Source: an optimization exercise on an open RTL-to-GDS flow (aim: small area and a short achievable clock period). Production flows keep margins and buffers that such runs may drop. Power figures rest on the tool's default switching activity, not on a simulated workload.

==> module PipelinedFAdd, before the edit <==
module PipelinedFAdd (
  input  wire        clk,
  input  wire        rst,
  input  wire [31:0] A,
  input  wire [31:0] B,
  input  wire        operation,
  input  wire        in_valid,
  output wire [31:0] result,
  output wire        out_valid
);
  wire e_gt, e_eq;
  CmpTree #(8) u_ce (.a(A[30:23]), .b(B[30:23]), .gt(e_gt), .eq(e_eq));
  wire [4:0] dab, dba;
  wire       d_ge, d_eq;
  ExpDiff #(5) u_ed (.ea(A[27:23]), .eb(B[27:23]), .dab(dab), .dba(dba), .ge(d_ge), .eq(d_eq));
  reg  [31:0] r1_a, r1_b;
  reg  [4:0]  r1_dab, r1_dba;
  reg         r1_op, r1_swap;
  always @(posedge clk) begin
    r1_a    <= A;
    r1_b    <= B;
    r1_op   <= operation;
    r1_swap <= e_gt | (e_eq & ~(|A[22:0]) & (|B[22:0]));
    r1_dab  <= dab;
    r1_dba  <= dba;
  end
  wire        sa = r1_a[31];
  wire        sb = r1_b[31] ^ r1_op;
  wire [7:0]  ea = r1_a[30:23];
  wire [7:0]  eb = r1_b[30:23];
  wire [22:0] fa = r1_a[22:0];
  wire [22:0] fb = r1_b[22:0];
  wire ea_nz  = |ea;
  wire eb_nz  = |eb;
  wire fa_nz  = |fa;
  wire fb_nz  = |fb;
  wire a_inf  = (&ea) & ~fa_nz;
  wire b_inf  = (&eb) & ~fb_nz;
  wire a_zero = ~ea_nz & ~fa_nz;
  wire b_zero = ~eb_nz & ~fb_nz;
  wire special = (&ea) | (&eb) | a_zero | b_zero;
  wire sub    = sa ^ sb;
  wire r1_eeq = (ea == eb);
  wire qnan   = a_inf & b_inf & r1_op & sub;
  wire zflip  = a_zero & b_zero & r1_op;
  wire [7:0]  e_big   = r1_swap ? eb : ea;
  wire [7:0]  e_small = r1_swap ? ea : eb;
  wire [4:0]  d       = r1_swap ? r1_dba : r1_dab;
  wire [7:0]  e_diff  = e_big - e_small;
  wire        kill    = special | (e_diff > 8'd23);
  wire [22:0] f_big   = r1_swap ? fb : fa;
  wire [22:0] f_small = r1_swap ? fa : fb;
  wire        h_big   = (r1_swap ? eb_nz : ea_nz) | special;
  wire        h_small = r1_swap ? ea_nz : eb_nz;
  wire [23:0] ms_sh   = {h_small, f_small} >> d;
  wire f_gt, f_eq;
  CmpTree #(23) u_cf (.a(fa), .b(fb), .gt(f_gt), .eq(f_eq));
  wire rev    = r1_eeq & ~special & sub & (r1_swap ? (~f_gt & ~f_eq) : f_gt);
  wire cancel = r1_eeq & ~special & sub & f_eq;
  reg  [7:0]  r2_q;
  reg  [23:0] r2_xb, r2_ys;
  reg         r2_s, r2_sub, r2_qnan;
  always @(posedge clk) begin
    r2_q    <= cancel ? (~e_big - 8'd25) : (~e_big - 8'd1);
    r2_xb   <= {h_big, f_big} ^ {24{sub & ~rev}};
    r2_ys   <= rev ? ~{h_small, f_small} : (kill ? 24'd0 : ms_sh);
    r2_sub  <= sub;
    r2_qnan <= qnan;
    r2_s    <= ~qnan & (((r1_swap ^ rev) ? sb : sa) ^ zflip);
  end
  wire [23:0] ad_s;
  wire        ad_co;
  BkAdd #(24) u_add (.x(r2_xb), .y(r2_ys), .s(ad_s), .co(ad_co));
  reg  [7:0]  r3_q;
  reg  [24:0] r3_sum;
  reg         r3_s;
  always @(posedge clk) begin
    r3_q    <= r2_q;
    r3_sum  <= {ad_co & ~r2_sub, ad_s ^ {24{r2_sub}}} | {2'b00, r2_qnan, 22'd0};
    r3_s    <= r2_s;
  end
  wire [4:0] lz;
  wire       lz_zero;
  Lzc32 u_lzc (.x({r3_sum, 7'h7F}), .cnt(lz), .zero(lz_zero));
  wire [24:0] sh4 = lz[4] ? {r3_sum[8:0], 16'd0} : r3_sum;
  wire [24:0] sh3 = lz[3] ? {sh4[16:0], 8'd0} : sh4;
  wire [24:0] sh2 = lz[2] ? {sh3[20:0], 4'd0} : sh3;
  wire [24:0] sh1 = lz[1] ? {sh2[22:0], 2'd0} : sh2;
  wire [24:0] sh0 = lz[0] ? {sh1[23:0], 1'd0} : sh1;
  wire [7:0] ne_out;
  wire       ne_co;
  KsAdd #(8) u_exp (.x(r3_q), .y({3'd0, lz}), .s(ne_out), .co(ne_co));
  reg [31:0] r4_res;
  always @(posedge clk)
    r4_res <= {r3_s, ~ne_out, sh0[23], sh0[22:1]};
  assign result = r4_res;
  reg [3:0] vld;
  always @(posedge clk or posedge rst)
    if (rst) vld <= 4'b0000;
    else     vld <= {vld[2:0], in_valid};
  assign out_valid = vld[3];
endmodule
export LEC_CHECK = 0
export ABC_AREA = 1
export CAP_MARGIN = 20
export CORE_MARGIN = 2
export CORE_UTILIZATION = 40
export CTS_BUF_LIST = sky130_fd_sc_hd__clkbuf_8
export CTS_CLUSTER_DIAMETER = 60
export CTS_CLUSTER_SIZE = 25
export SETUP_SLACK_MARGIN = 5
export SLEW_MARGIN = 20
create_clock -name core_clock -period 8.0 [get_ports {clk}]
standard.sh (not shown) runs the stock make flow with config.mk's settings and CLKGATE_MAP_FILE= SYNTH_SCRIPT=/design/flow/synth_recipe.tcl, a recipe that flattens the netlist after the stock synthesis.
==> flow/flow/run.sh <==
#!/bin/bash
# Standard layout, with the adder cells left to ABC (no full/half adder
# extraction before it), port buffers of a plain buffer cell, a shallower
# clock tree, and timing repair aiming at a tighter setup margin.
# make's output goes to standard.log, each ORFS step logs to orfs/logs/.
bash standard.sh ADDER_MAP_FILE= SETUP_SLACK_MARGIN=5.5 TNS_END_PERCENT=10 \
  "BUFFER_PORTS_ARGS=-buffer_cell sky130_fd_sc_hd__buf_2" \
  "CTS_ARGS=-sink_clustering_enable -repair_clock_nets -sink_clustering_size 16 -sink_clustering_max_diameter 120 -buf_list sky130_fd_sc_hd__clkbuf_16 -root_buf sky130_fd_sc_hd__clkbuf_16 -sink_clustering_levels 1 -num_static_layers 0" \
  finish > standard.log 2>&1
Rerun with:
--- a/flow/design.v
+++ b/flow/design.v
@@ -239,21 +239,19 @@
   output wire        out_valid
 );
   wire e_gt, e_eq;
   CmpTree #(8) u_ce (.a(A[30:23]), .b(B[30:23]), .gt(e_gt), .eq(e_eq));
-  wire [4:0] dab, dba;
-  wire       d_ge, d_eq;
-  ExpDiff #(5) u_ed (.ea(A[27:23]), .eb(B[27:23]), .dab(dab), .dba(dba), .ge(d_ge), .eq(d_eq));
+  wire f_gt, f_eq;
+  CmpTree #(23) u_cf (.a(A[22:0]), .b(B[22:0]), .gt(f_gt), .eq(f_eq));
   reg  [31:0] r1_a, r1_b;
-  reg  [4:0]  r1_dab, r1_dba;
-  reg         r1_op, r1_swap;
+  reg         r1_op, r1_swap, r1_fgt, r1_feq;
   always @(posedge clk) begin
     r1_a    <= A;
     r1_b    <= B;
     r1_op   <= operation;
+    r1_fgt  <= f_gt;
+    r1_feq  <= f_eq;
     r1_swap <= e_gt | (e_eq & ~(|A[22:0]) & (|B[22:0]));
-    r1_dab  <= dab;
-    r1_dba  <= dba;
   end
   wire        sa = r1_a[31];
   wire        sb = r1_b[31] ^ r1_op;
   wire [7:0]  ea = r1_a[30:23];
@@ -274,20 +272,21 @@
   wire qnan   = a_inf & b_inf & r1_op & sub;
   wire zflip  = a_zero & b_zero & r1_op;
   wire [7:0]  e_big   = r1_swap ? eb : ea;
   wire [7:0]  e_small = r1_swap ? ea : eb;
-  wire [4:0]  d       = r1_swap ? r1_dba : r1_dab;
   wire [7:0]  e_diff  = e_big - e_small;
   wire        kill    = special | (e_diff > 8'd23);
   wire [22:0] f_big   = r1_swap ? fb : fa;
   wire [22:0] f_small = r1_swap ? fa : fb;
   wire        h_big   = (r1_swap ? eb_nz : ea_nz) | special;
   wire        h_small = r1_swap ? ea_nz : eb_nz;
-  wire [23:0] ms_sh   = {h_small, f_small} >> d;
-  wire f_gt, f_eq;
-  CmpTree #(23) u_cf (.a(fa), .b(fb), .gt(f_gt), .eq(f_eq));
-  wire rev    = r1_eeq & ~special & sub & (r1_swap ? (~f_gt & ~f_eq) : f_gt);
-  wire cancel = r1_eeq & ~special & sub & f_eq;
+  wire [23:0] al0     = e_diff[0] ? {1'd0,  h_small, f_small[22:1]} : {h_small, f_small};
+  wire [23:0] al1     = e_diff[1] ? {2'd0,  al0[23:2]}  : al0;
+  wire [23:0] al2     = e_diff[2] ? {4'd0,  al1[23:4]}  : al1;
+  wire [23:0] al3     = e_diff[3] ? {8'd0,  al2[23:8]}  : al2;
+  wire [23:0] ms_sh   = e_diff[4] ? {16'd0, al3[23:16]} : al3;
+  wire rev    = r1_eeq & ~special & sub & (r1_swap ? (~r1_fgt & ~r1_feq) : r1_fgt);
+  wire cancel = r1_eeq & ~special & sub & r1_feq;
   reg  [7:0]  r2_q;
   reg  [23:0] r2_xb, r2_ys;
   reg         r2_s, r2_sub, r2_qnan;
   always @(posedge clk) begin
Routed wire length is higher by about 8%.
Clock-buffer cell count is higher by 1.
Register-to-register slack gets better by 110 ps.
Sequential power is lower by about 4%.
Clock skew barely changes.
Power is higher by about 5%.
Sequential share of layout area is lower by 2.2 points.
Maximum frequency is higher by 3.2%.
No run of this note included a check of the RTL's function; only the layout flow was run.

afterwards: timing with drivers on the ports:
Ports are ideal in the flow. The routed layouts listed here were re-timed in OpenROAD. Step 1: set_driving_cell puts a clkbuf_16 on clk and a buf_2 on each other input, an assumption about the parent block. Step 2 adds t to the input delays and takes it off the output delays; t is the mean of the earliest and latest rising clock arrival at the registers after step 1. Input paths then give back, and output paths get back, about the clock's delay inside the block. Three values: ideal, step 1, step 2; two values: the first two.
| run | t, ns | slack for setup (ns) | worst hold slack (ns) | slew at the worst register clock pin (ns) | worst slew at a driven data input, ns |
|---|---|---|---|---|---|
| the first run | 0.523 | 5.368 / 5.365 / 4.842 | 0.326 / 0.326 / 0.326 | 0.07 / 0.07 | 0.05 |
| the second run | 0.480 | 5.450 / 5.436 / 5.000 | 0.330 / 0.330 / 0.330 | 0.08 / 0.08 | 0.03 |
After both steps setup and hold are still met in every run listed. The setup slack of the first run, which loses most, moves by -0.003 ns with the drivers and by -0.526 ns with both steps.
